What follows belongs to an exercise in optimizing a design on an open flow for small area; a production flow would make more cautious choices.
Only simulation tests tie the RTL to the original design; equivalence was not proved.
No driver is modelled on the clock port, so clocking that relies on it looks cheaper here than on a real chip.
Power and IR drop assume default switching activity.

**flow/run.sh**
```bash
#!/bin/bash
# Own layout flow: the standard ORFS flow (standard.sh) with
#  - the standard synthesis, whose combinational logic is then re-mapped
#    for area by yosys/abc (flip-flops untouched),
#  - 1x buffers on the ports,
#  - a clock tree of clkbuf_8 without dummy loads.
# Each tool's output goes to a log file in this folder.
set -euo pipefail
HERE=$(pwd)
LIB=$FLOW_HOME/platforms/sky130hd/lib/sky130_fd_sc_hd__tt_025C_1v80.lib
R=$HERE/orfs/results/$FLOW_PLATFORM/main/base
YOSYS=$FLOW_HOME/../tools/install/yosys/bin/yosys
[ -x "$YOSYS" ] || YOSYS=yosys
export BUFFER_PORTS_ARGS="-buffer_cell sky130_fd_sc_hd__buf_1"
export CTS_ARGS="-sink_clustering_enable -repair_clock_nets -dont_use_dummy_load -buf_list sky130_fd_sc_hd__clkbuf_8 -sink_clustering_size 16"

bash standard.sh synth > synth.log 2>&1
python3 flow/libmodels.py "$LIB" > comb_models.v 2> libmodels.log
cp "$R/1_2_yosys.v" std_1_2_yosys.v
sed -e "s#@LIB@#$LIB#g" -e "s#@IN@#std_1_2_yosys.v#" -e "s#@OUT@#$R/1_2_yosys.v#" flow/resyn.ys > resyn.ys
"$YOSYS" -s resyn.ys > resyn.log 2>&1
rm -f "$R/1_synth.odb" "$R/1_synth.sdc"
bash standard.sh finish > flow.log 2>&1
```
**config.mk**
```make
export PLATFORM = sky130hd
export DESIGN_NAME = main
export DESIGN_NICKNAME = main
export VERILOG_FILES = /design/flow/design.v
export SDC_FILE = /design/flow/constraint.sdc
export NUM_CORES = 4
export LEC_CHECK = 0
export CAP_MARGIN = 20
export CORE_MARGIN = 2
export CORE_UTILIZATION = 40
export SLEW_MARGIN = 20
```
**flow/libmodels.py**
```python
# Emit Verilog models of the combinational cells of a liberty file.
import re, sys
src = open(sys.argv[1]).read()
out = []
pos = 0
for m in re.finditer(r'\n\s*cell\s*\(\s*"?(\w+)"?\s*\)\s*\{', src):
    name = m.group(1)
    # find the cell body by brace matching
    i = m.end(); depth = 1
    while depth:
        c = src[i]
        if c == '{': depth += 1
        elif c == '}': depth -= 1
        i += 1
    body = src[m.end():i]
    if re.search(r'\b(ff|latch|statetable)\s*\(', body): continue
    pins = []
    for pm in re.finditer(r'\bpin\s*\(\s*"?(\w+)"?\s*\)\s*\{', body):
        j = pm.end(); d = 1
        while d:
            c = body[j]
            if c == '{': d += 1
            elif c == '}': d -= 1
            j += 1
        pb = body[pm.end():j]
        dm = re.search(r'direction\s*:\s*"?(\w+)"?', pb)
        fm = re.search(r'\bfunction\s*:\s*"([^"]*)"', pb)
        pins.append((pm.group(1), dm.group(1) if dm else None, fm.group(1) if fm else None))
    outs = [p for p in pins if p[1] == 'output']
    ins = [p for p in pins if p[1] == 'input']
    if not outs or any(o[2] is None for o in outs): continue
    def conv(f):
        f = f.replace('!', '~').replace('*', '&').replace('+', '|').replace('^', '^')
        f = re.sub(r"(\w+)'", r"(~\1)", f)
        # implicit AND: "A B" -> "A & B"
        f = re.sub(r'(\w|\))\s+(?=[\w(~])', r'\1 & ', f)
        return f
    ports = ', '.join([p[0] for p in ins] + [p[0] for p in outs])
    out.append('module %s(%s);' % (name, ports))
    for p in ins: out.append('  input %s;' % p[0])
    for p in outs: out.append('  output %s;' % p[0])
    for p in outs: out.append('  assign %s = %s;' % (p[0], conv(p[2])))
    out.append('endmodule')
print('\n'.join(out))
```
**constraint.sdc**
```tcl
create_clock -name core_clock -period 10.0 [get_ports {CLK}]
set_input_delay 2.0000 -clock core_clock [delete_from_list [all_inputs] [get_ports {CLK}]]
set_output_delay 2.0000 -clock core_clock [all_outputs]
set_load 0.01 [all_outputs]
```
**standard.sh**
```bash
#!/bin/bash
# synth_recipe.tcl (not shown) runs the flow's synth.tcl, then flattens the netlist and writes it again
# the make line also repeats each setting of config.mk as NAME=value (left out here)
make -C /OpenROAD-flow-scripts/flow DESIGN_CONFIG=/design/flow/config.mk WORK_HOME=/design/flow/orfs CLKGATE_MAP_FILE= SYNTH_SCRIPT=/design/flow/synth_recipe.tcl "${@:-finish}"
```
**design.v**
```verilog
module main(
	input CLK,
	input rst,
	input T19,
	output T20,
	output LD0,
	output LD1,
	output LD2,
	output LD3,
	output LD4,
	output LD5,
	output LD6,
	output LD7
);
	reg rx_r, rx_d;
	reg [7:0] rx_c;
	reg [7:0] rx_byte;
	always @(posedge CLK)
		if (rst) begin
			rx_r <= 1'b1;
			rx_d <= 1'b1;
		end else begin
			rx_r <= T19;
			rx_d <= rx_r;
		end
	wire rx_dv = rx_c == 8'ha0;
	always @(posedge CLK)
		if (rst || rx_dv || (rx_d && (rx_c == 8'h07 || rx_c == 8'h0f)))
			rx_c <= 8'h07;
		else
			rx_c <= rx_c + 1'b1;
	always @(posedge CLK)
		if (rx_c[3:0] == 4'hf && rx_c[7:4] != 4'd0 && rx_c[7:4] <= 4'd8)
			rx_byte <= {rx_d, rx_byte[7:1]};
	wire rx_zero = rx_byte == 8'd0;
	wire rx_one = rx_byte == 8'd1;
	localparam CK_IDLE = 3'd0, CK_TYPE = 3'd1, CK_BYTE = 3'd2, CK_ESC = 3'd3,
		CK_FIN = 3'd4, CK_F2 = 3'd5, CK_F3 = 3'd6;
	reg [2:0] ck_st;
	reg typ3;          
	reg [1:0] ck_idx;  
	reg [7:0] b0;
	always @(posedge CLK)
		if (rst)
			ck_st <= CK_IDLE;
		else case (ck_st)
			CK_IDLE: if (rx_dv && rx_zero) ck_st <= CK_TYPE;
			CK_TYPE: if (rx_dv) ck_st <= rx_zero ? CK_IDLE : CK_BYTE;
			CK_BYTE: if (rx_dv && rx_zero) ck_st <= CK_ESC;
			CK_ESC:  if (rx_dv) ck_st <= rx_zero ? CK_BYTE : (rx_one ? CK_FIN : CK_IDLE);
			CK_FIN:  ck_st <= CK_F2;
			CK_F2:   ck_st <= CK_F3;
			default: ck_st <= CK_IDLE;
		endcase
	wire ck_write = rx_dv && ((ck_st == CK_BYTE && !rx_zero) || (ck_st == CK_ESC && rx_zero));
	always @(posedge CLK) begin
		if (ck_st == CK_TYPE && rx_dv) begin
			typ3 <= rx_byte == 8'd3;
			ck_idx <= (rx_byte == 8'd3 || rx_byte == 8'd4) ? 2'd0 : 2'd2;
		end else if (ck_write) begin
			ck_idx <= {ck_idx != 2'd0, ck_idx == 2'd0};
		end
		if (ck_write && ck_idx == 2'd0)
			b0 <= rx_byte;
	end
	wire ck_one = ck_idx == 2'd1;
	reg [7:0] sw;
	always @(posedge CLK)
		if (rst)
			sw <= 8'd0;
		else if (ck_st == CK_FIN && !typ3 && ck_one)
			sw <= b0;
	wire press = ck_st == CK_F3 && typ3 && ck_one;
	reg [14:0] ticks;
	reg t20001;
	reg [7:0] counter;
	wire t20000 = ticks == 15'h45e6;
	always @(posedge CLK)
		if (rst || t20001)
			ticks <= 0;
		else
			ticks <= {ticks[13:0], ~(ticks[14] ^ ticks[13])};
	always @(posedge CLK)
		t20001 <= !rst && t20000;
	always @(posedge CLK)
		if (rst)
			counter <= 0;
		else if (t20000)
			counter <= counter + 1'b1;
	wire [7:0] leds = (sw == 8'd0) ? counter : sw;
	assign {LD7, LD6, LD5, LD4, LD3, LD2, LD1, LD0} = leds;
	reg v, f;
	reg [2:0] ar, ac, br, bc;
	always @(posedge CLK)
		if (rst) begin
			v <= 1'b0;
			f <= 1'b0;
			ar <= 3'd1; ac <= 3'd1;  
			br <= 3'd1; bc <= 3'd6;  
		end else begin
			if (t20001 || press) v <= 1'b1;
			if (t20001) f <= !f;
			if (mv_ac) ac <= mv_y;
			if (mv_ar) ar <= mv_y;
			if (mv_bc) bc <= mv_y;
			if (mv_br) br <= mv_y;
		end
	wire bt = press && b0[7:4] == 4'd0;
	wire s_ac = bt && (b0[3:0] == 4'd8 || b0[3:0] == 4'd10);
	wire s_ar = bt && (b0[3:0] == 4'd1 || b0[3:0] == 4'd9);
	wire s_bc = bt && (b0[3:0] == 4'd11 || b0[3:0] == 4'd13);
	wire s_br = bt && (b0[3:0] == 4'd4 || b0[3:0] == 4'd12);
	wire mv_up = b0[3:0] == 4'd10 || b0[3:0] == 4'd9 || b0[3:0] == 4'd13 || b0[3:0] == 4'd12;
	wire [2:0] mv_x = s_ac ? ac : s_ar ? ar : s_bc ? bc : br;
	wire mv_ok = mv_up ? mv_x != 3'd7 : mv_x != 3'd0;
	wire [2:0] mv_y = mv_up ? mv_x + 1'b1 : mv_x - 1'b1;
	wire mv_ac = s_ac && mv_ok;
	wire mv_ar = s_ar && mv_ok;
	wire mv_bc = s_bc && mv_ok;
	wire mv_br = s_br && mv_ok;
	localparam M_IDLE = 4'b0000, M_LCHK = 4'b0001, M_LSTART = 4'b0010, M_LSTOP = 4'b0011, M_LWAIT = 4'b0100,
		M_DCHK = 4'b1001, M_DSTART = 4'b1010, M_DSTOP = 4'b1011, M_DWAIT = 4'b1100, M_FIN = 4'b1000;
	reg [3:0] mo;
	wire mo_stop = mo[2:0] == 3'b011;
	wire mo_wait = mo[2:0] == 3'b100;
	reg [7:0] last_leds;
	reg led_su;
	always @(posedge CLK)
		if (rst) begin
			last_leds <= 8'd0;
			led_su <= 1'b1;
		end else if (!led_su) begin
			last_leds <= leds;
			if (leds != last_leds)
				led_su <= 1'b1;
		end else if (mo == M_LSTOP)
			led_su <= 1'b0;
	localparam VD_IDLE = 2'd0, VD_PREP = 2'd1, VD_UPD = 2'd2, VD_FIN = 2'd3;
	reg [1:0] vd;
	reg sv, sf;
	reg [5:0] sa, sb;
	reg [6:0] vidx;
	always @(posedge CLK)
		if (rst)
			vidx <= 7'd0;
		else if (mo == M_DWAIT && tx_done)
			vidx <= vidx[6] ? 7'd0 : vidx + 1'b1;
	always @(posedge CLK)
		if (rst) begin
			vd <= VD_IDLE;
			sv <= 1'b0;
		end else case (vd)
			VD_IDLE:
			begin
				{sv, sa, sb, sf} <= {v, ar, ac, br, bc, f};
				if (v != sv || (v && {ar, ac, br, bc, f} != {sa, sb, sf}))
					vd <= VD_PREP;
			end
			VD_PREP: vd <= VD_UPD;
			VD_UPD:
				if (mo == M_DSTOP)
					vd <= vidx[6] ? VD_FIN : VD_PREP;
			default: vd <= VD_IDLE;
		endcase
	wire disp_su = vd == VD_UPD;
	wire [5:0] pix_i = vidx[5:0] | {6{vidx[6]}};  
	wire pix_a = sv && pix_i == sa;
	wire pix_b = sv && !pix_a && pix_i == sb;
	reg [3:0] pos;
	wire tx_done = !pos[3];
	reg [7:0] c0;
	reg c1a, c1b, c1c;
	always @(posedge CLK)
		if (rst)
			mo <= M_IDLE;
		else case (mo)
			M_IDLE:   if (led_su || disp_su) mo <= M_LCHK;
			M_LCHK:   mo <= led_su ? M_LSTART : M_DCHK;
			M_LSTART: mo <= M_LSTOP;
			M_LSTOP:  mo <= M_LWAIT;
			M_LWAIT:  if (tx_done) mo <= M_DCHK;
			M_DCHK:   mo <= disp_su ? M_DSTART : M_FIN;
			M_DSTART: mo <= M_DSTOP;
			M_DSTOP:  mo <= M_DWAIT;
			M_DWAIT:  if (tx_done) mo <= M_FIN;
			default:  mo <= M_IDLE;
		endcase
	always @(posedge CLK)
		if (mo == M_LSTART)
			c0 <= last_leds;
	always @(posedge CLK)
		if (mo == M_DSTART) begin
			c1a <= pix_a;
			c1b <= pix_b;
			c1c <= sv && sf && !pix_a && !pix_b &&
				(pix_i == 6'd0 || pix_i == 6'd7 || pix_i == 6'd56);
		end
	wire is_disp = mo[3];
	wire [7:0] d0 = is_disp ? {2'b00, pix_i} : c0;
	wire c0z = d0 == 8'd0;
	reg [7:0] c1;
	always @(*)
		if (c1a) c1 = 8'h3f;
		else if (c1b) c1 = 8'h15;
		else if (c1c) c1 = pix_i[5] ? 8'h03 : (pix_i[0] ? 8'h0c : 8'h30);
		else c1 = 8'h00;
	wire c1z = !(c1a || c1b || c1c);
	reg [7:0] tc;
	always @(posedge CLK)
		if (!pos[3])
			tc <= 8'ha0;
		else if (tc == 8'ha3)
			tc <= 8'h00;
		else
			tc <= tc + 1'b1;
	always @(posedge CLK)
		if (rst)
			pos <= 4'b0000;
		else if (!pos[3]) begin
			if (mo_stop) pos <= 4'b1100;  
		end else if (tc == 8'h9f) begin
			if (pos[2])                   
				pos[2] <= 1'b0;
			else case (pos[1:0])
				2'd0: pos <= {2'b10 | c0z, 2'd1};
				2'd1: pos <= is_disp ? {2'b10 | c1z, 2'd2} : 4'b1111;
				2'd2: pos <= 4'b1111;
				2'd3: pos <= 4'b0000;
			endcase
		end
	reg [7:0] tx_byte;
	always @(*)
		if (pos[2])
			tx_byte = 8'd0;
		else case (pos[1:0])
			2'd0: tx_byte = is_disp ? 8'd6 : 8'd2;
			2'd1: tx_byte = d0;
			2'd2: tx_byte = c1;
			default: tx_byte = 8'd1;
		endcase
	wire [3:0] slot = tc[7:4];
	assign T20 = !pos[3] ? 1'b1 :
		(slot == 4'd0) ? 1'b0 :
		(slot <= 4'd8) ? tx_byte[slot - 1'b1] : 1'b1;
endmodule
```
**flow/resyn.ys**
```
# Re-map the combinational logic of the standard synthesis for area.
# The flip-flops stay as they are (same instances, names and cell types).
read_verilog comb_models.v
read_liberty -lib -ignore_redef @LIB@
read_verilog @IN@
hierarchy -check -top main
flatten
techmap
opt -fast -full
abc -liberty @LIB@ -dont_use *lpflow* -dont_use *probe* -dont_use *clkbuf* -dont_use *dly* -dont_use *einv* -dont_use *ebuf* -dont_use *conb* -script +strash;&get,-n;&deepsyn,-T,60;&put;dch,-f;amap;topo
read_liberty -lib -ignore_redef @LIB@
splitnets
opt_clean -purge
hilomap -singleton -hicell sky130_fd_sc_hd__conb_1 HI -locell sky130_fd_sc_hd__conb_1 LO
insbuf -buf sky130_fd_sc_hd__buf_1 A X
check -assert
tee -o resyn_stat.txt stat -liberty @LIB@
write_verilog -noattr -nohex -nodec @OUT@
```
==> results of run 1 <==
## worst max-delay path, cell delays in order, from the launching register on
cell,delay (ns)
sky130_fd_sc_hd__dfxtp_1,0.55
sky130_fd_sc_hd__clkinv_1,0.27
sky130_fd_sc_hd__nor2_1,0.19
sky130_fd_sc_hd__clkinv_1,0.15
sky130_fd_sc_hd__a221o_1,0.30
sky130_fd_sc_hd__a31oi_1,0.16
sky130_fd_sc_hd__a2111oi_0,0.08
sky130_fd_sc_hd__nor4b_1,0.37
sky130_fd_sc_hd__or3_1,0.17
sky130_fd_sc_hd__buf_1,0.15
## report_power, final
part	internal, uW	total [uW]	switching [uW]	leakage, uW
logic	15.1	48.6	33.5	0.000670
clock network	149	321	172	0.000122
registers	586	596	10.1	0.00114
## routing by layer
metal	wire length (um)	track usage	vias to the layer above
li1	-	-	2368
met5	0	0	-
met4	150	0.0533	0
met1	5700	0.225	2198
met3	631	0.0521	16
met2	5940	0.286	101
## path summary, 6_finish.rpt
| check | slack (ns) | start | cells past startpoint | to |
|---|---|---|---|---|
| hold / removal | 0.40 | rx_c[0] | 1 | rx_c[0] |
| hold reg to reg | 0.40 | rx_c[0] | 1 | rx_c[0] |
| setup / recovery | 5.17 | mo[3] | 9 | T20 |
| setup reg to reg | 7.14 | b0[2] | 10 | ac[0] |
## per-stage QoR
step / cells / area, um^2 / worst slack [ns]
after CTS: 853 / 6240 / 5.23
after detailed placement: 836 / 6000 / 5.71
final: 853 / 6250 / 5.17
after floorplan: 643 / 5720 / 6.10
after global placement: 836 / 6000 / 5.76
after global routing: 853 / 6250 / 4.91
## cell usage in the layout, fill, tap and decap left out, types with 3 or more instances in the layout
| cell type | instances |
|---|---|
| sky130_fd_sc_hd__a31oi_1 | 4 |
| sky130_fd_sc_hd__o211ai_1 | 5 |
| sky130_fd_sc_hd__clkbuf_8 | 17 |
| sky130_fd_sc_hd__nand3_1 | 9 |
| sky130_fd_sc_hd__nand4_1 | 9 |
| sky130_fd_sc_hd__nand4b_1 | 3 |
| sky130_fd_sc_hd__clkinv_1 | 111 |
| sky130_fd_sc_hd__nor2_1 | 103 |
| sky130_fd_sc_hd__nor3_1 | 27 |
| sky130_fd_sc_hd__a21oi_1 | 20 |
| sky130_fd_sc_hd__buf_1 | 11 |
| sky130_fd_sc_hd__nor4_1 | 9 |
| sky130_fd_sc_hd__or4_1 | 4 |
| sky130_fd_sc_hd__and3_1 | 6 |
| sky130_fd_sc_hd__nand2_1 | 46 |
| sky130_fd_sc_hd__o32ai_1 | 7 |
| sky130_fd_sc_hd__a22oi_1 | 5 |
| sky130_fd_sc_hd__or3_1 | 5 |
| sky130_fd_sc_hd__a221oi_1 | 3 |
| sky130_fd_sc_hd__nor4b_1 | 3 |
| sky130_fd_sc_hd__or2_0 | 5 |
| sky130_fd_sc_hd__edfxtp_1 | 43 |
| sky130_fd_sc_hd__a2111oi_0 | 3 |
| sky130_fd_sc_hd__o221ai_1 | 11 |
| sky130_fd_sc_hd__a211oi_1 | 18 |
| sky130_fd_sc_hd__o22ai_1 | 31 |
| sky130_fd_sc_hd__dfxtp_1 | 94 |
| sky130_fd_sc_hd__o21ai_0 | 40 |
## registers in the layout, indices dropped and copies added (netlist names), 4 cells and up
name and count:
rx_byte 8, pos 4, counter 8, ticks 15, mo 4, tc 8, sw 8, vidx 7
b0 8, c0 8, sa 6, sb 6, rx_c 8, last_leds 8
## area by class of cell
type	instances	area, um^2	area share
well taps	180	225	0.0361
clock buffers	17	234	0.0375
inverters	111	417	0.0667
multi-input cells	395	2140	0.343
repair buffers	13	56.3	0.00901
flip-flops and latches	137	3170	0.508
==> load_flow_metrics.sql, run 1 <==
INSERT INTO impl_metrics (metric_group, metric, value, unit) VALUES
('status', 'status', 'no timing/DRC/antenna violations', ''),
('detailed_routing', 'avgRoutedWirePerCell', '14.6', 'um'),
('placement', 'port_buffers', '11', ''),
('global_route', 'global_route.usage.total', '0.176', ''),
('floorplanning', 'boundaryPins', '12', ''),
('worst_setup_path', 'arrival_time_at_the_worst_endpoint', '2.83', 'ns'),
('floorplanning', 'coreArea', '13900', 'um^2'),
('clock_tree', 'cts_hold_buffers', '0', ''),
('detailed_routing', 'detail_route.iter0.violations', '333', ''),
('clock_tree', 'clk_transition_reported_paths', '0.08', 'ns'),
('timing', 'timing.max_slew.rel_slack', '0.486', ''),
('clock_tree', 'cts_tree', 'done', ''),
('worst_setup_path', 'worstSetupEndpointType', 'primary output', ''),
('power', 'power_per_cell_area', '155', 'nW/um^2'),
('global_route', 'global_route.overflow_total', '0', ''),
('layout', 'number_of_diodes_added_for_antenna_fixing', '0', ''),
('run', 'maxCapViolCount', '0', ''),
('worst_setup_path', 'critical_path_maximum_fanout', '11', ''),
('floorplanning', 'die_area', '15300', 'um^2'),
('synthesis', 'mappedNetlistArea', '5720', 'um^2'),
('global_route', 'grt_start_max_net_pins', '28', ''),
('global_route', 'number_of_antenna_violations_at_the_first_check_in_global_routing', '0', ''),
('layout', 'postLayoutCoreUtil', '0.448', ''),
('timing', 'finClkSkew', '0.0200', 'ns'),
('clock_tree', 'post_cts_resized', '0', ''),
('synthesis', 'yosysWarnings', '1', ''),
('global_route', 'via_count_of_the_first_global_routing_pass', '4375', ''),
('layout', 'final.fill_count', '1330', ''),
('timing', 'actual_transition_at_the_worst_max_transition_pin', '0.763', 'ns'),
('global_route', 'grt_pass1_wl', '20700', 'um'),
('detailed_routing', 'drt_first_pass_iters', '7', ''),
('placement', 'gp_congestion', '0.904', ''),
('worst_setup_path', 'crit_required', '8.00', 'ns'),
('worst_setup_path', 'cp-start-kind', 'register', ''),
('placement', 'hpwl', '9330', 'um'),
('floorplanning', 'die_h', '124', 'um'),
('clock_tree', 'clock_insertion_delay_worst_skew', '0.43', 'ns'),
('clock_tree', 'cts_sinks', '137', ''),
('clock_tree', 'tritoncts.num_buffers', '17', ''),
('floorplanning', 'core.rowCount', '43', ''),
('timing', 'finalSetupViolations', '0', ''),
('clock_tree', 'clockBufferDepth', '2', ''),
('clock_tree', 'clockRootBuffer', 'sky130_fd_sc_hd__clkbuf_8', ''),
('detailed_routing', 'drt_wl_total', '12400', 'um'),
('power', 'power.ir.vdd_worst', '0.102', 'mV'),
('synthesis', 'syn_inst', '643', ''),
('clock_tree', 'post_cts.repair.setup_buffers', '0', ''),
('clock_tree', 'clock_tree.htree_level_count', '4', ''),
('floorplanning', 'start_util', '0.410', ''),
('timing', 'finalWorstPathRequiredPeriod', '4.83', 'ns'),
('detailed_routing', 'drc', '0', ''),
('timing', 'final-max-slew-violation-count', '0', ''),
('timing', 'finalSetupTns', '0', 'ns'),
('layout', 'final_nets', '678', ''),
('timing', 'timing.final.crit_share', '0.483', ''),
('layout', 'drive_above_1_share', '0.0312', ''),
('worst_setup_path', 'criticalPathCategory', 'reg -> out', ''),
('power', 'total_power', '966', 'uW'),
('detailed_routing', 'dr_total_vias', '4683', ''),
('hold_path', 'holdCritPathClass', 'reg -> reg', ''),
('power', 'leakagePower', '0.00194', 'uW'),
('detailed_routing', 'route.antenna.remaining_nets', '0', ''),
('floorplanning', 'fp.dieW', '124', 'um'),
('detailed_routing', 'routed_via_density', '5.49', ''),
('timing', 'final_hold_viol_count', '0', ''),
('synthesis', 'syn-num-nets', '646', ''),
('timing', 'highest_attainable_clock_frequency', '207', 'MHz'),
('synthesis', 'synth_area_per_cell', '8.89', 'um^2'),
('timing', 'grt_setup_unrepaired', 'false', ''),
('layout', 'areaGrowthSynthToFinish', '9.30', '%'),
('timing', 'hold-worst-slack', '0.400', 'ns');
==> inputs of run 2 (changes only) <==
--- a/design.v
+++ b/design.v
@@ -29,48 +29,57 @@
 			rx_c <= 8'h07;
 		else
 			rx_c <= rx_c + 1'b1;
-	always @(posedge CLK)
-		if (rx_c[3:0] == 4'hf && rx_c[7:4] != 4'd0 && rx_c[7:4] <= 4'd8)
+	wire rx_samp = rx_c[3:0] == 4'hf && rx_c[7:4] != 4'd0 && rx_c[7:4] <= 4'd8;
+	wire rx_first = rx_c[7:4] == 4'd1;
+	wire rx_hold;
+	reg rx_z, rx_o;
+	always @(posedge CLK)
+		if (rx_samp) begin
+			rx_z <= !rx_d && (rx_first || rx_z);
+			rx_o <= rx_first ? rx_d : (rx_o && !rx_d);
+		end
+	always @(posedge CLK)
+		if (rx_samp && !rx_hold)
 			rx_byte <= {rx_d, rx_byte[7:1]};
-	wire rx_zero = rx_byte == 8'd0;
-	wire rx_one = rx_byte == 8'd1;
-	localparam CK_IDLE = 3'd0, CK_TYPE = 3'd1, CK_BYTE = 3'd2, CK_ESC = 3'd3,
-		CK_FIN = 3'd4, CK_F2 = 3'd5, CK_F3 = 3'd6;
-	reg [2:0] ck_st;
-	reg typ3;          
-	reg [1:0] ck_idx;  
-	reg [7:0] b0;
-	always @(posedge CLK)
-		if (rst)
-			ck_st <= CK_IDLE;
-		else case (ck_st)
-			CK_IDLE: if (rx_dv && rx_zero) ck_st <= CK_TYPE;
-			CK_TYPE: if (rx_dv) ck_st <= rx_zero ? CK_IDLE : CK_BYTE;
-			CK_BYTE: if (rx_dv && rx_zero) ck_st <= CK_ESC;
-			CK_ESC:  if (rx_dv) ck_st <= rx_zero ? CK_BYTE : (rx_one ? CK_FIN : CK_IDLE);
-			CK_FIN:  ck_st <= CK_F2;
-			CK_F2:   ck_st <= CK_F3;
-			default: ck_st <= CK_IDLE;
-		endcase
-	wire ck_write = rx_dv && ((ck_st == CK_BYTE && !rx_zero) || (ck_st == CK_ESC && rx_zero));
-	always @(posedge CLK) begin
-		if (ck_st == CK_TYPE && rx_dv) begin
-			typ3 <= rx_byte == 8'd3;
-			ck_idx <= (rx_byte == 8'd3 || rx_byte == 8'd4) ? 2'd0 : 2'd2;
-		end else if (ck_write) begin
-			ck_idx <= {ck_idx != 2'd0, ck_idx == 2'd0};
-		end
-		if (ck_write && ck_idx == 2'd0)
-			b0 <= rx_byte;
-	end
-	wire ck_one = ck_idx == 2'd1;
+	wire rx_zero = rx_z;
+	wire rx_one = rx_o;
+	reg [3:0] ck;
+	wire [7:0] b0 = rx_byte;
+	assign rx_hold = (ck[3] && ck[2]) || (!ck[3] && (ck[2] || ck[1]));
+	always @(posedge CLK)
+		if (rst)
+			ck <= 4'b0000;
+		else if (ck[3]) begin
+			if (rx_dv) begin
+				if (!ck[0]) begin
+					if (rx_zero) ck[0] <= 1'b1;
+					else ck <= ck[2] ? 4'b0010 : (4'b1100 | {2'b00, ck[1], 1'b0});
+				end else if (rx_zero)
+					ck <= ck[2] ? 4'b0010 : (4'b1100 | {2'b00, ck[1], 1'b0});
+				else if (rx_one && ck[2])
+					ck <= ck[1] ? 4'b0101 : 4'b0100;
+				else
+					ck <= 4'b0000;
+			end
+		end else case (ck[2:0])
+			3'b000: if (rx_dv && rx_zero) ck <= 4'b0001;
+			3'b001: if (rx_dv)
+					ck <= rx_zero ? 4'b0000 :
+						(rx_byte == 8'd3) ? 4'b1010 :
+						(rx_byte == 8'd4) ? 4'b1000 : 4'b0010;
+			3'b010: if (rx_dv && rx_zero) ck <= 4'b0011;
+			3'b011: if (rx_dv) ck <= rx_zero ? 4'b0010 : 4'b0000;
+			3'b101: ck <= 4'b0110;
+			3'b110: ck <= 4'b0111;
+			default: ck <= 4'b0000;  
+		endcase
 	reg [7:0] sw;
 	always @(posedge CLK)
 		if (rst)
 			sw <= 8'd0;
-		else if (ck_st == CK_FIN && !typ3 && ck_one)
+		else if (ck == 4'b0100)
 			sw <= b0;
-	wire press = ck_st == CK_F3 && typ3 && ck_one;
+	wire press = ck == 4'b0111;
 	reg [14:0] ticks;
 	reg t20001;
 	reg [7:0] counter;
--- a/flow/run.sh
+++ b/flow/run.sh
@@ -3,7 +3,8 @@
 #  - the standard synthesis, whose combinational logic is then re-mapped
 #    for area by yosys/abc (flip-flops untouched),
 #  - 1x buffers on the ports,
-#  - a clock tree of clkbuf_8 without dummy loads.
+#  - a clock tree of clkbuf_8 without dummy loads, whose buffers are then
+#    downsized where the flip-flops' clock slew stays low (clk_downsize.tcl).
 # Each tool's output goes to a log file in this folder.
 set -euo pipefail
 HERE=$(pwd)
@@ -14,6 +15,8 @@
 export BUFFER_PORTS_ARGS="-buffer_cell sky130_fd_sc_hd__buf_1"
 export CTS_ARGS="-sink_clustering_enable -repair_clock_nets -dont_use_dummy_load -buf_list sky130_fd_sc_hd__clkbuf_8 -sink_clustering_size 16"
 
+export POST_CTS_TCL=$HERE/flow/clk_downsize.tcl
+
 bash standard.sh synth > synth.log 2>&1
 python3 flow/libmodels.py "$LIB" > comb_models.v 2> libmodels.log
 cp "$R/1_2_yosys.v" std_1_2_yosys.v
==> flow/clk_downsize.tcl (new file) <==
# Downsize the clock tree's buffers, one at a time, to the smallest of
# clkbuf_2 / clkbuf_4 / clkbuf_8 that keeps every flip-flop clock pin's
# slew (placement estimate) under my_clk_slew_limit.
proc my_worst_clk_slew {} {
  set worst 0
  foreach pin [get_pins -hierarchical */CLK] {
    set s [get_property $pin slew_max]
    if {$s > $worst} { set worst $s }
  }
  return $worst
}
set my_clk_slew_limit 0.110
estimate_parasitics -placement
foreach inst [get_cells clkbuf_*] {
  set orig [get_property $inst ref_name]
  foreach cand {sky130_fd_sc_hd__clkbuf_2 sky130_fd_sc_hd__clkbuf_4 sky130_fd_sc_hd__clkbuf_8} {
    if {$cand eq $orig} { break }
    replace_cell $inst $cand
    estimate_parasitics -placement
    if {[my_worst_clk_slew] <= $my_clk_slew_limit} { break }
    replace_cell $inst $orig
    estimate_parasitics -placement
  }
  puts "clock buffer [get_property $inst full_name]: $orig -> [get_property $inst ref_name]"
}
puts "worst clock pin slew [my_worst_clk_slew]"
--- a/flow/resyn.ys
+++ b/flow/resyn.ys
@@ -7,7 +7,7 @@
 flatten
 techmap
 opt -fast -full
-abc -liberty @LIB@ -dont_use *lpflow* -dont_use *probe* -dont_use *clkbuf* -dont_use *dly* -dont_use *einv* -dont_use *ebuf* -dont_use *conb* -script +strash;&get,-n;&deepsyn,-T,60;&put;dch,-f;amap;topo
+abc -liberty @LIB@ -dont_use *lpflow* -dont_use *probe* -dont_use *clkbuf* -dont_use *dly* -dont_use *einv* -dont_use *ebuf* -dont_use *conb* -script +strash;&get,-n;&deepsyn,-J,50,-T,300;&put;dch,-f;amap;topo
 read_liberty -lib -ignore_redef @LIB@
 splitnets
 opt_clean -purge
--- a/config.mk
+++ b/config.mk
@@ -7,5 +7,5 @@
 export LEC_CHECK = 0
 export CAP_MARGIN = 20
 export CORE_MARGIN = 2
-export CORE_UTILIZATION = 40
+export CORE_UTILIZATION = 60
 export SLEW_MARGIN = 20
==> run 2 against run 1 <==
Still clean on timing, DRC and antenna. Die area is 35% lower. Worst setup slack worse by 0.031 ns. Critical path depth is 3 higher. Largest cell class unchanged. Highest routed layer unchanged.
==> load_flow_metrics.sql, run 2 <==
INSERT INTO impl_metrics (metric_group, metric, value, unit) VALUES
('status', 'status', 'no timing/DRC/antenna violations', ''),
('timing', 'actual_transition_at_the_worst_max_transition_pin', '0.866', 'ns'),
('worst_setup_path', 'crit_required', '8.00', 'ns'),
('worst_setup_path', 'critical_path_maximum_fanout', '8', ''),
('timing', 'hold-worst-slack', '0.401', 'ns'),
('hold_path', 'hold-path-cell-count', '0', ''),
('detailed_routing', 'routed_via_density', '6.18', ''),
('placement', 'port_buffers', '11', ''),
('layout', 'most-common-layout-cells', '102 x sky130_fd_sc_hd__nor2_1, 95 x sky130_fd_sc_hd__dfxtp_1, 92 x sky130_fd_sc_hd__clkinv_1', ''),
('global_route', 'global_route.overflow_total', '0', ''),
('synthesis', 'yosysWarnings', '1', ''),
('floorplanning', 'die_area', '9860', 'um^2'),
('worst_setup_path', 'arrival_time_at_the_worst_endpoint', '2.86', 'ns'),
('run', 'maxCapViolCount', '0', ''),
('timing', 'finalSetupViolations', '0', ''),
('clock_tree', 'cts_sinks', '129', ''),
('synthesis', 'syn_inst', '616', ''),
('floorplanning', 'coreArea', '8760', 'um^2'),
('hold_path', 'worst_hold_startpoint', 'last_leds[3]', ''),
('detailed_routing', 'dr_total_vias', '4659', ''),
('placement', 'gp_congestion', '0.879', ''),
('floorplanning', 'core.rowCount', '34', ''),
('layout', 'mostFrequentLayoutCell', 'sky130_fd_sc_hd__nor2_1', ''),
('worst_setup_path', 'criticalPathCategory', 'reg -> out', ''),
('placement', 'hpwl', '9010', 'um'),
('floorplanning', 'boundaryPins', '12', ''),
('layout', 'areaGrowthSynthToFinish', '6.34', '%'),
('timing', 'grt_setup_unrepaired', 'false', ''),
('power', 'power_per_cell_area', '153', 'nW/um^2'),
('detailed_routing', 'detail_route.iter0.violations', '301', ''),
('worst_setup_path', 'reg2reg_to', 'bc[0]', ''),
('layout', 'flip_flop_count_of_the_largest_register_after_layout', '15', ''),
('detailed_routing', 'avgRoutedWirePerCell', '16.3', 'um'),
('global_route', 'global_route.usage.total', '0.265', ''),
('detailed_routing', 'drc', '0', ''),
('layout', 'regMostFlops', 'ticks', ''),
('timing', 'finalWorstPathRequiredPeriod', '4.86', 'ns'),
('global_route', 'grt_pass1_wl', '20900', 'um'),
('layout', 'final_nets', '651', ''),
('placement', 'post-place-ws', '5.90', 'ns'),
('layout', 'drive_above_1_share', '0.0325', ''),
('power', 'power.ir.vdd_worst', '0.126', 'mV'),
('timing', 'timing.max_slew.rel_slack', '0.417', ''),
('worst_setup_path', 'regToRegSetupSlack', '6.98', 'ns'),
('timing', 'timing.final.crit_share', '0.486', ''),
('timing', 'finClkSkew', '0.0702', 'ns'),
('clock_tree', 'cts_tree', 'done', ''),
('global_route', 'grt_start_max_net_pins', '29', ''),
('clock_tree', 'clk_transition_reported_paths', '0.10', 'ns'),
('detailed_routing', 'drt_wl_total', '12300', 'um'),
('worst_setup_path', 'r2r_start', 'rx_byte[0]', ''),
('clock_tree', 'clock_insertion_delay_worst_skew', '0.68', 'ns'),
('worst_setup_path', 'cp-start-kind', 'register', ''),
('floorplanning', 'fp.dieW', '99.3', 'um'),
('floorplanning', 'die_h', '99.3', 'um'),
('synthesis', 'mappedNetlistArea', '5450', 'um^2'),
('timing', 'final_hold_viol_count', '0', ''),
('power', 'total_power', '888', 'uW'),
('global_route', 'via_count_of_the_first_global_routing_pass', '4544', ''),
('hold_path', 'holdCritPathClass', 'reg -> reg', ''),
('timing', 'final-max-slew-violation-count', '0', ''),
('worst_setup_path', 'r2r.worst_path.cells', '10', ''),
('detailed_routing', 'route.antenna.remaining_nets', '0', ''),
('timing', 'timing.final.ws_setup', '5.14', 'ns'),
('hold_path', 'worst_hold_path.endpoint', 'c0[3]', ''),
('timing', 'highest_attainable_clock_frequency', '206', 'MHz'),
('synthesis', 'synth_area_per_cell', '8.84', 'um^2'),
('layout', 'number_of_diodes_added_for_antenna_fixing', '0', ''),
('power', 'leakagePower', '0.00189', 'uW'),
('synthesis', 'syn-num-nets', '619', ''),
('global_route', 'number_of_antenna_violations_at_the_first_check_in_global_routing', '0', ''),
('timing', 'finalSetupTns', '0', 'ns'),
('worst_setup_path', 'worstSetupEndpointType', 'primary output', ''),
('floorplanning', 'start_util', '0.622', ''),
('detailed_routing', 'drt_first_pass_iters', '5', '');
==> run 2: cell count changes in the layout (fill, tap and decap cells not counted), sizes merged, moves of 5 or more <==
cell / previous run / this run
o32ai: 7 / 2
clkinv: 111 / 92
a221oi: 3 / 12
nor3: 29 / 18
o221ai: 11 / 5
o22ai: 31 / 26
edfxtp: 43 / 34
==> run 2: worst max path at each step <==
stage	from	to	slack (ns)	cells past startpoint
floorplan	pos[0]	T20	6.23	11
global placement	pos[0]	T20	5.94	12
detailed placement	vidx[6]	T20	5.90	12
global route	vidx[6]	T20	4.80	12
finish	vidx[6]	T20	5.14	12
==> run 2: through the flow <==
| step | cell area [um^2] | utilization | cells |
|---|---|---|---|
| after global routing | 5790 | 0.661 | 754 |
| final | 5790 | 0.661 | 754 |
| after global placement | 5640 | 0.644 | 737 |
| after detailed placement | 5640 | 0.644 | 737 |
| after floorplan | 5450 | - | 616 |
==> run 2: report_power, final <==
group	switching [uW]	internal, uW	leakage (uW)
clock network	156	82.4	0.0000859
logic	48.8	25.3	0.000722
registers	20.0	556	0.00108
==> run 2: critical path, stage by stage (launching register included) <==
cell                       delay [ns]
sky130_fd_sc_hd__dfxtp_1         0.38
sky130_fd_sc_hd__nor2_1          0.34
sky130_fd_sc_hd__clkinv_1        0.20
sky130_fd_sc_hd__o21ai_0         0.23
sky130_fd_sc_hd__a21oi_1         0.06
sky130_fd_sc_hd__a2111o_1        0.28
sky130_fd_sc_hd__o21ai_0         0.09
sky130_fd_sc_hd__a21oi_1         0.09
sky130_fd_sc_hd__a31oi_1         0.14
sky130_fd_sc_hd__nor4_1          0.07
sky130_fd_sc_hd__nor2_1          0.09
sky130_fd_sc_hd__o21ai_0         0.09
sky130_fd_sc_hd__buf_1           0.13
==> run 2: layout make-up <==
class / instances / area (um^2)
clock buffers: 17 / 138
fillers: 739 / 2970
inverters: 92 / 345
multi-input cells: 395 / 2200
flip-flops and latches: 129 / 2920
well taps: 108 / 135
repair buffers: 13 / 56.3
==> run 2: metal layers <==
| layer | vias up | wire (um) | GRT usage | part of all wire |
|---|---|---|---|---|
| met3 | 26 | 588 | 0.0611 | 0.048 |
| met5 | - | 0 | 0 | 0 |
| met4 | 0 | 262 | 0.120 | 0.021 |
| met2 | 166 | 6050 | 0.436 | 0.49 |
| li1 | 2306 | - | - | - |
| met1 | 2161 | 5390 | 0.335 | 0.44 |
==> inputs of run 3 (changes only) <==
--- a/flow/clk_downsize.tcl
+++ b/flow/clk_downsize.tcl
@@ -9,7 +9,7 @@
   }
   return $worst
 }
-set my_clk_slew_limit 0.110
+set my_clk_slew_limit 0.105
 estimate_parasitics -placement
 foreach inst [get_cells clkbuf_*] {
   set orig [get_property $inst ref_name]
==> run 3 against run 2 <==
Largest cell class unchanged. Synthesized cell count stayed put. Routed wire length down 0.76%. Area after synthesis stayed put. Highest routed layer unchanged. Largest power group unchanged.
==> load_flow_metrics.sql, run 3 <==
INSERT INTO impl_metrics (metric_group, metric, value, unit) VALUES
('detailed_routing', 'avgRoutedWirePerCell', '16.2', 'um'),
('placement', 'port_buffers', '11', ''),
('floorplanning', 'fp.dieW', '99.3', 'um'),
('timing', 'finalSetupViolations', '0', ''),
('floorplanning', 'start_util', '0.622', ''),
('worst_setup_path', 'crit_required', '8.00', 'ns'),
('layout', 'drive_above_1_share', '0.0325', ''),
('floorplanning', 'boundaryPins', '12', ''),
('worst_setup_path', 'cp-start-kind', 'register', ''),
('detailed_routing', 'dr_total_vias', '4631', ''),
('layout', 'final_nets', '651', ''),
('floorplanning', 'die_h', '99.3', 'um'),
('global_route', 'grt_pass1_wl', '20900', 'um'),
('floorplanning', 'core.rowCount', '34', ''),
('worst_setup_path', 'arrival_time_at_the_worst_endpoint', '2.83', 'ns'),
('worst_setup_path', 'critical_path_maximum_fanout', '8', ''),
('timing', 'timing.final.crit_share', '0.483', ''),
('layout', 'areaGrowthSynthToFinish', '6.73', '%'),
('worst_setup_path', 'worstSetupEndpointType', 'primary output', ''),
('detailed_routing', 'drt_first_pass_iters', '7', ''),
('worst_setup_path', 'criticalPathCategory', 'reg -> out', ''),
('power', 'power.ir.vdd_worst', '0.126', 'mV'),
('timing', 'hold-worst-slack', '0.403', 'ns'),
('layout', 'flip_flop_count_of_the_largest_register_after_layout', '15', ''),
('synthesis', 'yosysWarnings', '1', ''),
('layout', 'number_of_diodes_added_for_antenna_fixing', '0', ''),
('placement', 'gp_congestion', '0.879', ''),
('detailed_routing', 'drt_wl_total', '12200', 'um'),
('timing', 'grt_setup_unrepaired', 'false', ''),
('synthesis', 'syn-num-nets', '619', ''),
('placement', 'dpl_cell_area', '5640', 'um^2'),
('clock_tree', 'clk_transition_reported_paths', '0.09', 'ns'),
('global_route', 'number_of_antenna_violations_at_the_first_check_in_global_routing', '0', ''),
('global_route', 'via_count_of_the_first_global_routing_pass', '4527', ''),
('power', 'power_per_cell_area', '155', 'nW/um^2'),
('synthesis', 'mappedNetlistArea', '5450', 'um^2'),
('synthesis', 'syn_inst', '616', ''),
('floorplanning', 'coreArea', '8760', 'um^2'),
('layout', 'regMostFlops', 'ticks', ''),
('timing', 'final-max-slew-violation-count', '0', ''),
('layout', 'most-common-layout-cells', '102 x sky130_fd_sc_hd__nor2_1, 95 x sky130_fd_sc_hd__dfxtp_1, 92 x sky130_fd_sc_hd__clkinv_1', ''),
('layout', 'final.fill_count', '737', ''),
('global_route', 'global_route.overflow_total', '0', ''),
('hold_path', 'holdCritPathClass', 'reg -> reg', ''),
('layout', 'design_area', '5810', 'um^2'),
('placement', 'post-place-ws', '5.90', 'ns'),
('timing', 'finalSetupTns', '0', 'ns'),
('clock_tree', 'clock_insertion_delay_worst_skew', '0.69', 'ns'),
('clock_tree', 'cts_sinks', '129', ''),
('detailed_routing', 'routed_via_density', '6.14', ''),
('global_route', 'global_route.usage.total', '0.266', ''),
('synthesis', 'synth_area_per_cell', '8.84', 'um^2'),
('power', 'leakagePower', '0.00190', 'uW'),
('timing', 'timing.max_slew.rel_slack', '0.410', ''),
('layout', 'mostFrequentLayoutCell', 'sky130_fd_sc_hd__nor2_1', ''),
('timing', 'highest_attainable_clock_frequency', '207', 'MHz'),
('clock_tree', 'cts_tree', 'done', ''),
('run', 'maxCapViolCount', '0', ''),
('timing', 'timing.final.ws_setup', '5.17', 'ns'),
('detailed_routing', 'detail_route.iter0.violations', '330', ''),
('power', 'total_power', '902', 'uW'),
('detailed_routing', 'route.antenna.remaining_nets', '0', ''),
('global_route', 'grt_start_max_net_pins', '29', ''),
('status', 'status', 'no timing/DRC/antenna violations', ''),
('timing', 'actual_transition_at_the_worst_max_transition_pin', '0.876', 'ns'),
('floorplanning', 'die_area', '9860', 'um^2'),
('timing', 'final_hold_viol_count', '0', ''),
('detailed_routing', 'drc', '0', ''),
('timing', 'finalWorstPathRequiredPeriod', '4.83', 'ns'),
('timing', 'finClkSkew', '0.0610', 'ns'),
('placement', 'hpwl', '9010', 'um');
run 3: worst paths after layout:
check	startpoint	end	slack (ns)	cells past startpoint
hold / removal	last_leds[3]	c0[3]	0.40	0
setup / recovery	vidx[6]	T20	5.17	12
hold reg to reg	last_leds[3]	c0[3]	0.40	0
setup reg to reg	rx_byte[2]	bc[0]	6.93	11
run 3: cell type report:
cell class / instances / area [um^2] / share of cell area
repair buffers: 13 / 56.3 / 0.00968
flip-flops and latches: 129 / 2920 / 0.503
well taps: 108 / 135 / 0.0232
clock buffers: 17 / 159 / 0.0273
inverters: 92 / 345 / 0.0594
multi-input cells: 395 / 2200 / 0.378
run 3: report_power, final:
group | internal [uW] | total (uW) | switching, uW
registers | 556 | 576 | 20.0
clock network | 96.9 | 253 | 156
logic | 25.3 | 73.7 | 48.5
run 3: through the flow:
step | std cells | util
after floorplan | 616 | -
after global placement | 737 | 0.644
after detailed placement | 737 | 0.644
after global routing | 754 | 0.663
final | 754 | 0.663
run 3: metal layers:
metal | global-route usage | vias to the layer above | share of wire
li1 | - | 2301 | -
met1 | 0.336 | 2144 | 0.44
met2 | 0.436 | 161 | 0.49
met3 | 0.0647 | 25 | 0.046
met4 | 0.114 | 0 | 0.020
met5 | 0 | - | 0
run 3: worst max-delay path, cell delays in order, from the launching register on:
cell and delay, ns:
sky130_fd_sc_hd__dfxtp_1 0.37, sky130_fd_sc_hd__nor2_1 0.34, sky130_fd_sc_hd__clkinv_1 0.20, sky130_fd_sc_hd__o21ai_0 0.22, sky130_fd_sc_hd__a21oi_1 0.06, sky130_fd_sc_hd__a2111o_1 0.28
sky130_fd_sc_hd__o21ai_0 0.08, sky130_fd_sc_hd__a21oi_1 0.08, sky130_fd_sc_hd__a31oi_1 0.14, sky130_fd_sc_hd__nor4_1 0.07, sky130_fd_sc_hd__nor2_1 0.10, sky130_fd_sc_hd__o21ai_0 0.09
sky130_fd_sc_hd__buf_1 0.13
==> inputs of run 4 (changes only) <==
--- a/flow/resyn.ys
+++ b/flow/resyn.ys
@@ -7,7 +7,7 @@
 flatten
 techmap
 opt -fast -full
-abc -liberty @LIB@ -dont_use *lpflow* -dont_use *probe* -dont_use *clkbuf* -dont_use *dly* -dont_use *einv* -dont_use *ebuf* -dont_use *conb* -script +strash;&get,-n;&deepsyn,-J,50,-T,300;&put;dch,-f;amap;topo
+abc -liberty @LIB@ -dont_use *lpflow* -dont_use *probe* -dont_use *clkbuf* -dont_use *dly* -dont_use *einv* -dont_use *ebuf* -dont_use *conb* -script +strash;&get,-n;&deepsyn,-J,50,-T,300;&put;&get,-n;&dch,-f;&nf,-p,-a,-C,32,-R,1000;&put;topo
 read_liberty -lib -ignore_redef @LIB@
 splitnets
 opt_clean -purge
==> run 4 against run 3 <==
Sequential power up 2%. Core utilization up 0.30 points. Sequential cell count is the same. Register-to-register slack got worse by 0.06 ns. Clock power fell by 2%. Critical path depth down 1. Routed wire length fell by 6.1%. Synthesized cell count shrank 7.1%. Fmax down 5.5%. Total power grew 0.99%. Cell count decreased by 5.6%. Via count fell by 4.7%. Highest routed layer unchanged.
==> load_flow_metrics.sql, run 4 <==
INSERT INTO impl_metrics (metric_group, metric, value, unit) VALUES
('power', 'intPower', '682', 'uW'),
('global_route', 'met1_usage', '0.324', ''),
('global_route', 'met3_track_usage_gr', '0.0478', ''),
('detailed_routing', 'avgRoutedWirePerCell', '16.1', 'um'),
('global_route', 'grt_busiest_layer', 'met2', ''),
('detailed_routing', 'detail_route.iter0.violations', '234', ''),
('floorplanning', 'die_h', '99.5', 'um'),
('worst_setup_path', 'cp-start-kind', 'register', ''),
('synthesis', 'yosysWarnings', '1', ''),
('hold_path', 'holdCritPathClass', 'reg -> reg', ''),
('placement', 'hpwl', '8230', 'um'),
('power', 'power_switching_share', '0.251', ''),
('detailed_routing', 'route.antenna.remaining_nets', '0', ''),
('timing', 'highest_attainable_clock_frequency', '196', 'MHz'),
('layout', 'areaGrowthSynthToFinish', '6.82', '%'),
('worst_setup_path', 'cpLargestDelayFamily', 'simple AND/OR/NAND/NOR gates', ''),
('worst_setup_path', 'r2r_start', 'rx_byte[1]', ''),
('worst_setup_path', 'worst-path-buf-inv', '1', ''),
('status', 'status', 'no timing/DRC/antenna violations', ''),
('detailed_routing', 'drt_first_pass_iters', '5', ''),
('power', 'leakagePower', '0.00201', 'uW'),
('global_route', 'number_of_antenna_violations_at_the_first_check_in_global_routing', '1', ''),
('placement', 'dp.cells', '694', ''),
('worst_setup_path', 'slowest_stage', 'sky130_fd_sc_hd__dfxtp_1', ''),
('timing', 'finalWorstPathRequiredPeriod', '5.11', 'ns'),
('placement', 'post-place-ws', '5.57', 'ns'),
('floorplanning', 'start_util', '0.624', ''),
('synthesis', 'syn-num-nets', '575', ''),
('worst_setup_path', 'arrival_time_at_the_worst_endpoint', '3.11', 'ns'),
('global_route', 'grt_start_max_net_pins', '52', ''),
('layout', 'drive_above_1_share', '0.0398', ''),
('clock_tree', 'cts_sinks', '129', ''),
('worst_setup_path', 'criticalPathCategory', 'reg -> out', ''),
('worst_setup_path', 'reg2reg_to', 'br[2]', '');
==> run 4: cell type report <==
type	instances	area [um^2]	area share
Timing Repair Buffer	14	65.1	0.0111
Multi-Input combinational cell	414	2450	0.420
Clock buffer	17	154	0.0263
Antenna cell	1	2.50	0.000428
Inverter	29	109	0.0186
Tap cell	108	135	0.0231
Sequential cell	129	2920	0.500
==> run 4: worst min path at each step <==
| stage | start | to | slack, ns | cells after the start |
|---|---|---|---|---|
| after detailed placement | rx_r | rx_d | 0.40 | 1 |
| after global placement | rx_c[0] | rx_c[0] | 0.39 | 1 |
| after floorplan | rx_c[0] | rx_c[0] | 0.38 | 1 |
| final | rx_c[0] | rx_c[0] | 0.42 | 1 |
| after global routing | rx_c[0] | rx_c[0] | 0.44 | 1 |
==> run 4: power groups by stage <==
stage | clock (uW) | combinational (uW) | sequential [uW]
after global routing | 277 | 85.9 | 590
final | 249 | 76.1 | 586
after detailed placement | 0 | 75.0 | 598
after global placement | 0 | 72.2 | 596
after floorplan | 0 | 56.6 | 589
==> run 4: metrics by stage <==
stage          hold WS [ns]  total power (uW)
2_1_floorplan         0.376               646
3_3_place_gp          0.388               669
3_5_place_dp          0.397               673
5_1_grt               0.438               953
6_report              0.420               911
==> run 4: worst register-to-register path: stages (launching register included) <==
cell                       delay (ns)
sky130_fd_sc_hd__edfxtp_1        0.55
sky130_fd_sc_hd__o21ai_0         0.42
sky130_fd_sc_hd__nor2_1          0.07
sky130_fd_sc_hd__a21oi_1         0.12
sky130_fd_sc_hd__o221ai_1        0.19
sky130_fd_sc_hd__nand3b_1        0.18
sky130_fd_sc_hd__nor2_1          0.06
sky130_fd_sc_hd__a211oi_1        0.54
sky130_fd_sc_hd__nor3b_1         0.53
sky130_fd_sc_hd__nor2_1          0.11
sky130_fd_sc_hd__a22o_1          0.25
==> run 4: layer usage <==
| metal | wire [um] | vias to the layer above |
|---|---|---|
| met3 | 509 | 17 |
| met4 | 176 | 0 |
| met5 | 0 | - |
| met2 | 5500 | 107 |
| li1 | - | 2184 |
| met1 | 5270 | 2105 |

separate check: timing with driven ports:
In the flow no input, the clock included, has a driving cell. The finished layouts below were timed again as built, in two steps.
Step 1, drivers: a clkbuf_16 drives CLK and a buf_2 each remaining input, both assumed.
Step 2, shift: input delay + t, output delay - t, t = (earliest + latest rising clock arrival at the registers) / 2. This alone moves slack from input paths to output paths.
Three values: ideal ports, drivers, drivers and shift; two values: the first two.
run	shift t [ns]	setup WS [ns]	latest minus earliest clock arrival (ns)
run 1	0.459	5.170 / 5.133 / 5.592	0.027 / 0.026
run 2	0.673	5.139 / 5.108 / 5.782	0.071 / 0.071
run 3	0.690	5.171 / 5.140 / 5.830	0.063 / 0.063
run 4	0.669	4.892 / 4.857 / 5.527	0.055 / 0.055
After both steps every run listed still meets setup and hold.
